What follows belongs to an exercise in optimizing a design on an open flow for small area and a short achievable clock period; a production flow would make more cautious choices.
RTL that was checked went through simulation tests only; none was proved equivalent to the original.
No activity file was given, so power comes from the tool's default toggle rates.

Setup of red:
Design alu, start of the top module:
module alu (
    input               i_clk,
    input               i_rst_n,
    input               i_valid,
    input signed [11:0] i_data_a,
    input signed [11:0] i_data_b,
    input        [2:0]  i_inst,
    output              o_valid,
    output       [11:0] o_data,
    output              o_overflow
);
Settings: LEC_CHECK=0, CAP_MARGIN=0, CORE_MARGIN=2, CORE_UTILIZATION=40, CTS_BUF_LIST=sky130_fd_sc_hd__clkbuf_4 sky130_fd_sc_hd__clkbuf_8, GPL_ROUTABILITY_DRIVEN=0, SETUP_SLACK_MARGIN=5.0, SLEW_MARGIN=0, TNS_END_PERCENT=5; clock period 10.0 ns.
standard.sh (not shown) runs the stock make flow with config.mk's settings and CLKGATE_MAP_FILE= SYNTH_SCRIPT=/design/flow/synth_recipe.tcl, a recipe that flattens the netlist after the stock synthesis.
==> flow/flow/run.sh <==
#!/bin/bash
# The standard layout, with these changes: the port buffers are buf_2 cells;
# after synthesis flow/fapol.py flips full-adder cells (a full adder is
# self-dual) where that removes inverters between them, and flow/faxor.py
# then builds each full adder from two xor2 gates and a maj3 gate (and each
# half adder from an xor2 and an and2 gate), whose sum
# path is faster than the fa cell's; flow/invabs.py then absorbs inverters
# into the XOR gates they feed (xor2 of an inverted input is xnor2).
# Registers are untouched.
set -euo pipefail
export BUFFER_PORTS_ARGS="-buffer_cell sky130_fd_sc_hd__buf_2"
R=orfs/results/sky130hd/alu/base
bash standard.sh synth > synth.log 2>&1
python3 flow/fapol.py $R/1_2_yosys.v > fapol.log 2>&1
python3 flow/faxor.py $R/1_2_yosys.v --ha > faxor.log 2>&1
python3 flow/invabs.py $R/1_2_yosys.v > invabs.log 2>&1
rm -f $R/1_synth.odb $R/1_synth.sdc
bash standard.sh > standard.log 2>&1
==> flow/flow/faxor.py <==
#!/usr/bin/env python3
"""Replace full-adder cells by two XOR gates and a majority gate (and, with
--ha, half-adder cells by an XOR and an AND gate).

The sum output of sky130's fa cell is slow; two xor2 gates give the sum
faster, and a maj3 gate gives the carry.  The function is unchanged and no
register is touched.  usage: faxor.py netlist.v"""
import re, sys

args = [a for a in sys.argv[1:] if not a.startswith('--')]
path = args[0]
do_ha = '--ha' in sys.argv
text = open(path).read()
cell_re = re.compile(r'^(\s*)(sky130_fd_sc_hd__fa_\d+)\s+(\S+)\s*\((.*?)\);\n', re.S | re.M)
pin_re = re.compile(r'\.(\w+)\(([^()]*)\)')
wires = []
n = [0]

def net(x):
    return x + (' ' if x.startswith('\\') else '')

def repl(m):
    ind, typ, name, body = m.groups()
    pins = {p: v.strip() for p, v in pin_re.findall(body)}
    n[0] += 1
    t = f'_faxor{n[0]}_'
    wires.append(t)
    out = ''
    if pins.get('SUM'):
        out += f'{ind}sky130_fd_sc_hd__xor2_1 _faxa{n[0]}_ (.A({net(pins["A"])}), .B({net(pins["B"])}), .X({t}));\n'
        out += f'{ind}sky130_fd_sc_hd__xor2_1 _faxb{n[0]}_ (.A({t}), .B({net(pins["CIN"])}), .X({net(pins["SUM"])}));\n'
    if pins.get('COUT'):
        out += f'{ind}sky130_fd_sc_hd__maj3_1 _faxc{n[0]}_ (.A({net(pins["A"])}), .B({net(pins["B"])}), .C({net(pins["CIN"])}), .X({net(pins["COUT"])}));\n'
    return out

text2 = cell_re.sub(repl, text)
nh = [0]
def repl_ha(m):
    ind, typ, name, body = m.groups()
    pins = {p: v.strip() for p, v in pin_re.findall(body)}
    nh[0] += 1
    out = ''
    if pins.get('SUM'):
        out += f'{ind}sky130_fd_sc_hd__xor2_1 _haxa{nh[0]}_ (.A({net(pins["A"])}), .B({net(pins["B"])}), .X({net(pins["SUM"])}));\n'
    if pins.get('COUT'):
        out += f'{ind}sky130_fd_sc_hd__and2_1 _haxc{nh[0]}_ (.A({net(pins["A"])}), .B({net(pins["B"])}), .X({net(pins["COUT"])}));\n'
    return out
if do_ha:
    ha_re = re.compile(r'^(\s*)(sky130_fd_sc_hd__ha_\d+)\s+(\S+)\s*\((.*?)\);\n', re.S | re.M)
    text2 = ha_re.sub(repl_ha, text2)
# declare the new wires after the module header's port list
i = text2.index(');', text2.index('module ')) + 2
text2 = text2[:i] + '\n' + ''.join(f'  wire {w};\n' for w in wires) + text2[i:]
open(path, 'w').write(text2)
sys.stderr.write(f'faxor: {n[0]} full adders replaced' + (f', {nh[0]} half adders' if do_ha else '') + '\n')
Other scripts of this flow, unchanged in this note and not shown: flow/flow/fapol.py, flow/flow/invabs.py
Here is what was changed in the inputs of blue compared with red.
- clearing GPL_ROUTABILITY_DRIVEN, which used to be 0
- putting PLACE_DENSITY at 0.75 where nothing was set
blue vs red, master of the slowest instance on the critical path: sky130_fd_sc_hd__buf_2 vs sky130_fd_sc_hd__maj3_1
Per the comparison of blue with red, number of antenna violations at the first check in global routing saw an increase, leakage dissipation +about 0.8%.
Cmp blue vs red: worst clock skew lower in blue
Delta (blue minus red): final layout net count went up; total non-filler cell area in the finished layout did not really move.
Modified inputs, green compared to blue
- clearing PLACE_DENSITY, which used to be 0.75
--- a/flow/flow/run.sh
+++ b/flow/flow/run.sh
@@ -5 +5 @@
-# then builds each full adder from two xor2 gates and a maj3 gate (and each
+# then builds each full adder from two xor2 gates and three nand2 gates (and each
@@ -15 +15 @@
-python3 flow/faxor.py $R/1_2_yosys.v --ha > faxor.log 2>&1
+python3 flow/faxor.py $R/1_2_yosys.v --ha --nandc > faxor.log 2>&1
--- a/flow/flow/faxor.py
+++ b/flow/flow/faxor.py
@@ -12,0 +13 @@
+nand_c = '--nandc' in sys.argv
@@ -32 +33,8 @@
-    if pins.get('COUT'):
+    if pins.get('COUT') and nand_c and pins.get('SUM'):
+        # cout = (a & b) | ((a ^ b) & cin) as three nand2 gates, fast from cin
+        u, v = f'_faxu{n[0]}_', f'_faxv{n[0]}_'
+        wires.extend([u, v])
+        out += f'{ind}sky130_fd_sc_hd__nand2_1 _faxd{n[0]}_ (.A({net(pins["A"])}), .B({net(pins["B"])}), .Y({u}));\n'
+        out += f'{ind}sky130_fd_sc_hd__nand2_1 _faxe{n[0]}_ (.A({t}), .B({net(pins["CIN"])}), .Y({v}));\n'
+        out += f'{ind}sky130_fd_sc_hd__nand2_1 _faxc{n[0]}_ (.A({u}), .B({v}), .Y({net(pins["COUT"])}));\n'
+    elif pins.get('COUT'):
==> comparison <==
Between blue and green, setup slack increased.
The launching instance or port of the critical path comes out i_valid in one run and y_r[2] in the other, namely in blue and green respectively.
Diff blue -> green | overall routed net length | increase of 1.0 mm
The power number comes out higher for green vs blue.
Compared with blue, green shows clock buffer instance count of the final layout lower by 1.
Compared green against blue; utilization within noise.

Another version of the RTL of alu (not shown whole).
Size in the first run: ~41 flip-flops, ~44 I/O pins, ~7700 um2 of cells after synthesis.
==> flow/design.v (excerpt) <==
module alu (
    input               i_clk,
    input               i_rst_n,
    input               i_valid,
    input signed [11:0] i_data_a,
    input signed [11:0] i_data_b,
    input        [2:0]  i_inst,
    output              o_valid,
    output       [11:0] o_data,
    output              o_overflow
);
==> flow/config.mk <==
export PLATFORM = sky130hd
export DESIGN_NAME = alu
export DESIGN_NICKNAME = alu
export VERILOG_FILES = /design/flow/design.v
export SDC_FILE = /design/flow/constraint.sdc
export NUM_CORES = 4
export LEC_CHECK = 0
export CAP_MARGIN = 20
export CORE_MARGIN = 2
export CORE_UTILIZATION = 40
export SETUP_SLACK_MARGIN = 5
export SLEW_MARGIN = 20
==> flow/constraint.sdc <==
create_clock -name core_clock -period 10.0 [get_ports {i_clk}]
set_input_delay 2.0000 -clock core_clock [delete_from_list [all_inputs] [get_ports {i_clk}]]
set_output_delay 2.0000 -clock core_clock [all_outputs]
set_load 0.01 [all_outputs]
==> flow/flow/run.sh <==
#!/bin/bash
# The standard layout, with the port buffers made of buf_2 cells.
set -euo pipefail
export BUFFER_PORTS_ARGS="-buffer_cell sky130_fd_sc_hd__buf_2"
bash standard.sh > standard.log 2>&1
The first run ran to the end with no violations.
Change:
Settings changed: SETUP_SLACK_MARGIN 5 to 4.
After rerunning: The changed run completed without violations; final area falls by 14%; worst setup slack degrades by 360 ps; global-route usage shrinks by 1.3 points; hold slack gains 32 ps; synthesized area does not change; die area is unchanged; via count drops by 5.2%; clock power climbs by 16%; total power shrinks by 11%; register-to-register slack gets worse by 100 ps; sequential cell count is unchanged.
Change:
==> flow/flow/run.sh (replaced) <==
#!/bin/bash
# The standard layout, with the port buffers made of buf_4 cells.
set -euo pipefail
export BUFFER_PORTS_ARGS="-buffer_cell sky130_fd_sc_hd__buf_4"
bash standard.sh > standard.log 2>&1
The new run completed with no timing, DRC or antenna violations.
Critical path depth came out higher by 5.
Setup slack gets better by 36 ps.
Power came out higher by 1.7%.
Maximum frequency came out higher by about 0.6%.
Via count came out higher by 0.55%.
Global-route usage came out higher by 0.12 points.
Sequential power barely changes.
Change:
==> flow/run.sh (new file) <==
#!/bin/bash
# synth_recipe.tcl (not shown) runs the flow's synth.tcl, then flattens the netlist and writes it again
# the make line also repeats each setting of config.mk as NAME=value (left out here)
make -C /OpenROAD-flow-scripts/flow DESIGN_CONFIG=/design/flow/config.mk WORK_HOME=/design/flow/orfs CLKGATE_MAP_FILE= SYNTH_SCRIPT=/design/flow/synth_recipe.tcl finish
removed: flow/flow/run.sh
removed: flow/standard.sh
Effect: The new run finished with timing, DRC and antenna clean; total power is higher by 2.2%; worst setup slack hardly moves; count of clock-buffer cells in the layout is lower by 1; synthesized area does not change; non-clock buffer count is higher by 4; cell count is higher by 0.43%; via count is higher by 0.60%; wire length is higher by 1.8%; sequential power hardly moves; hold slack is about the same.
No run of this note included a check of the RTL's function; only the layout flow was run.

## v6
RTL: one of the versions met above, not the one the previous note started from.
Size in the first run: ~44 I/O pins.
export LEC_CHECK = 0
export CAP_MARGIN = 0
export CORE_MARGIN = 2
export CORE_UTILIZATION = 55
export CTS_BUF_LIST = sky130_fd_sc_hd__clkbuf_4 sky130_fd_sc_hd__clkbuf_8
export SETUP_SLACK_MARGIN = 4.6
export SLEW_MARGIN = 0
create_clock -name core_clock -period 10.0 [get_ports {i_clk}]
==> flow/flow/run.sh <==
#!/bin/bash
# The standard layout, with two changes: the port buffers are buf_2 cells, and
# after synthesis flow/fapol.py flips full-adder cells (a full adder is
# self-dual) where that removes inverters between them. Registers are untouched.
set -euo pipefail
export BUFFER_PORTS_ARGS="-buffer_cell sky130_fd_sc_hd__buf_2"
R=orfs/results/sky130hd/alu/base
bash standard.sh synth > synth.log 2>&1
python3 flow/fapol.py $R/1_2_yosys.v > fapol.log 2>&1
rm -f $R/1_synth.odb $R/1_synth.sdc
bash standard.sh > standard.log 2>&1
Other scripts of this flow, unchanged in this note and not shown: flow/flow/fapol.py
v6: PASS, flow complete, no timing, DRC or antenna violations
Input-level comparison between v7 and v6:
Settings: changing CORE_UTILIZATION from 55 to 40; removing SETUP_SLACK_MARGIN (formerly 4.6); setting TNS_END_PERCENT to 5 for the first time.
-- flow/flow/run.sh --
<<< v6, line 2
# The standard layout, with two changes: the port buffers are buf_2 cells, and
>>> v7, line 2
# The standard layout, with these changes: the port buffers are buf_2 cells;
<<< v6, line 4
# self-dual) where that removes inverters between them. Registers are untouched.
>>> v7, line 4
# self-dual) where that removes inverters between them, and flow/faxor.py
# then builds each full adder from two xor2 gates and a maj3 gate, whose sum
# path is faster than the fa cell's. Registers are untouched.
<<< v6, line 6
>>> v7, line 8
export SETUP_SLACK_MARGIN=5.3
<<< v6, line 10
>>> v7, line 13
python3 flow/faxor.py $R/1_2_yosys.v > faxor.log 2>&1
==> flow/flow/faxor.py (new file) <==
#!/usr/bin/env python3
"""Replace full-adder cells by two XOR gates and a majority gate.

The sum output of sky130's fa cell is slow; two xor2 gates give the sum
faster, and a maj3 gate gives the carry.  The function is unchanged and no
register is touched.  usage: faxor.py netlist.v"""
import re, sys

path = sys.argv[1]
text = open(path).read()
cell_re = re.compile(r'^(\s*)(sky130_fd_sc_hd__fa_\d+)\s+(\S+)\s*\((.*?)\);\n', re.S | re.M)
pin_re = re.compile(r'\.(\w+)\(([^()]*)\)')
wires = []
n = [0]

def net(x):
    return x + (' ' if x.startswith('\\') else '')

def repl(m):
    ind, typ, name, body = m.groups()
    pins = {p: v.strip() for p, v in pin_re.findall(body)}
    n[0] += 1
    t = f'_faxor{n[0]}_'
    wires.append(t)
    out = ''
    if pins.get('SUM'):
        out += f'{ind}sky130_fd_sc_hd__xor2_1 _faxa{n[0]}_ (.A({net(pins["A"])}), .B({net(pins["B"])}), .X({t}));\n'
        out += f'{ind}sky130_fd_sc_hd__xor2_1 _faxb{n[0]}_ (.A({t}), .B({net(pins["CIN"])}), .X({net(pins["SUM"])}));\n'
    if pins.get('COUT'):
        out += f'{ind}sky130_fd_sc_hd__maj3_1 _faxc{n[0]}_ (.A({net(pins["A"])}), .B({net(pins["B"])}), .C({net(pins["CIN"])}), .X({net(pins["COUT"])}));\n'
    return out

text2 = cell_re.sub(repl, text)
# declare the new wires after the module header's port list
i = text2.index(');', text2.index('module ')) + 2
text2 = text2[:i] + '\n' + ''.join(f'  wire {w};\n' for w in wires) + text2[i:]
open(path, 'w').write(text2)
sys.stderr.write(f'faxor: {n[0]} full adders replaced\n')
--- outcome ---
In v7, the utilization of the core after routing came out 14 points below the value in v6.
Higher sequential fraction of design power among v6 and v7: v6
Number of tap cells inserted grows by more than half when moving from v6 to v7.
v7 vs v6: per-cell routed wire length down
Die area went up by more than a quarter going from v6 to v7.
v7 vs v6: global-route wire length before repair up by more than 10%
Compared to v6, v7 has layout-stage area growth over the synthesis result 10 points higher.
Re sequential cell area: no difference whatsoever between v6 and v7.
[v7] total non-filler cell area in the finished layout rose 1200 µm² relative to v6

alpha:
Another version of the RTL of alu (not shown whole).
Size: roughly 41 flip-flops, ~7600 um^2 of cells after synthesis.
// alu
module alu (
    input               i_clk,
    input               i_rst_n,
    input               i_valid,
    input signed [11:0] i_data_a,
    input signed [11:0] i_data_b,
    input        [2:0]  i_inst,
    output              o_valid,
    output       [11:0] o_data,
    output              o_overflow
);
reg  [18:0] x_r, y_r;
reg         o_valid_r, ovf_r, mul_r, mac_r;
wire [18:0] z = x_r + y_r;
wire        m_ov = ~(&z[18:11] | ~|z[18:11]);
assign o_valid    = o_valid_r;
assign o_data     = z[11:0];
assign o_overflow = (m_ov & mul_r) | ovf_r;
wire        is_mul = (i_inst[2:1] == 2'b01);
wire        is_mac = (i_inst == 3'b011);
wire        mul_en = i_valid & is_mul;
wire        acc_en = mac_r & (is_mac | ~i_valid);
wire        oth_en = i_valid & ~is_mul;
wire        ovf_old = mac_r & (m_ov | ovf_r);
wire [12:0] sum  = {i_data_a[11], i_data_a} + {i_data_b[11], i_data_b};
wire [12:0] dif  = {i_data_a[11], i_data_a} - {i_data_b[11], i_data_b};
wire        a_ge = ~(sum[12] ^ dif[12]);
wire [11:0] ra   = i_data_a ^ {12{i_data_a[11]}};    
wire [11:0] rb   = i_data_b ^ {12{i_data_b[11]}};
reg  [11:0] oth;
always @(*) begin
  case (i_inst)
    3'b000:  oth = sum[11:0];
    3'b001:  oth = dif[11:0];
    3'b100:  oth = ~(i_data_a ^ i_data_b);
    3'b101:  oth = i_data_a[11] ? 12'd0 : i_data_a;
    3'b110:  oth = sum[12:1];
    default: oth = a_ge ? ra : rb;
  endcase
end
wire [11:0] row   = acc_en ? o_data : (oth & {12{oth_en}});
  ...
==> flow/config.mk <==
export PLATFORM = sky130hd
export DESIGN_NAME = alu
export DESIGN_NICKNAME = alu
export VERILOG_FILES = /design/flow/design.v
export SDC_FILE = /design/flow/constraint.sdc
export NUM_CORES = 4
export LEC_CHECK = 0
export CAP_MARGIN = 20
export CORE_MARGIN = 2
export CORE_UTILIZATION = 40
export SETUP_SLACK_MARGIN = 4
export SLEW_MARGIN = 20
==> flow/constraint.sdc <==
create_clock -name core_clock -period 10.0 [get_ports {i_clk}]
set_input_delay 2.0000 -clock core_clock [delete_from_list [all_inputs] [get_ports {i_clk}]]
set_output_delay 2.0000 -clock core_clock [all_outputs]
set_load 0.01 [all_outputs]
==> flow/flow/run.sh <==
#!/bin/bash
# The standard layout, with the port buffers made of buf_2 cells.
set -euo pipefail
export BUFFER_PORTS_ARGS="-buffer_cell sky130_fd_sc_hd__buf_2"
bash standard.sh > standard.log 2>&1
Modified inputs, beta compared to alpha
# alpha
export LEC_CHECK = 0
export CAP_MARGIN = 20
export CORE_MARGIN = 2
export CORE_UTILIZATION = 40
export SETUP_SLACK_MARGIN = 4
export SLEW_MARGIN = 20
create_clock -name core_clock -period 10.0 [get_ports {i_clk}]
# beta
export LEC_CHECK = 0
export CAP_MARGIN = 20
export CORE_MARGIN = 2
export CORE_UTILIZATION = 60
export CTS_BUF_LIST = sky130_fd_sc_hd__clkbuf_4 sky130_fd_sc_hd__clkbuf_8
export SETUP_SLACK_MARGIN = 4
export SLEW_MARGIN = 20
create_clock -name core_clock -period 10.0 [get_ports {i_clk}]
Lower design area among alpha and beta: beta. Total setup buffers inserted after CTS in beta is 2 lower than in alpha. Compared beta vs alpha, and layout overhead on the synthesized area is down in beta. Looking at buffer share of cell area, beta sits 1.1 points above alpha. Summary — routability congestion estimate from global placement, beta relative to alpha: higher, by 10%.
Function was not checked in any run of this note: the RTL went through the layout flow alone.

## separate check: timing with driven ports
Ports are ideal in the flow. The routed layouts listed here were re-timed in OpenROAD.
Step 1 sets driving cells, clkbuf_16 on the clock port and buf_2 on the other inputs (assumed; they add their load-dependent delay and slew).
Step 2 adds t to the input delays and takes it off the output delays; t is the mean of the earliest and latest rising clock arrival at the registers after step 1. Input paths then give back, and output paths get back, about the clock's delay inside the block.
a / b / c = ideal ports / drivers / drivers and shift; a / b = the first two.
| run | t (ns) | setup WS [ns] | slew at the worst register clock pin (ns) |
|---|---|---|---|
| red | 0.311 | 5.100 / 5.071 / 4.760 | 0.07 / 0.07 |
| blue | 0.308 | 5.078 / 5.073 / 4.765 | 0.07 / 0.07 |
| green | 0.329 | 5.145 / 5.111 / 4.838 | 0.08 / 0.08 |
| the first run of note 2 | 0.319 | 4.452 / 4.420 / 4.101 | 0.06 / 0.06 |
| the second run of note 2 | 0.314 | 4.093 / 4.096 / 3.782 | 0.06 / 0.06 |
| the third run of note 2 | 0.317 | 4.128 / 4.126 / 3.809 | 0.06 / 0.06 |
| the fourth run of note 2 | 0.320 | 4.130 / 4.128 / 3.809 | 0.06 / 0.06 |
| v6 | 0.315 | 4.555 / 4.547 / 4.232 | 0.07 / 0.07 |
| v7 | 0.310 | 5.162 / 5.137 / 4.827 | 0.07 / 0.07 |
| alpha | 0.312 | 4.148 / 4.135 / 3.823 | 0.06 / 0.06 |
| beta | 0.328 | 4.116 / 4.125 / 3.797 | 0.08 / 0.08 |
After both steps setup and hold are still met in every run listed. The setup slack of the first run of note 2, which loses most, moves by -0.032 ns with the drivers and by -0.351 ns with both steps.
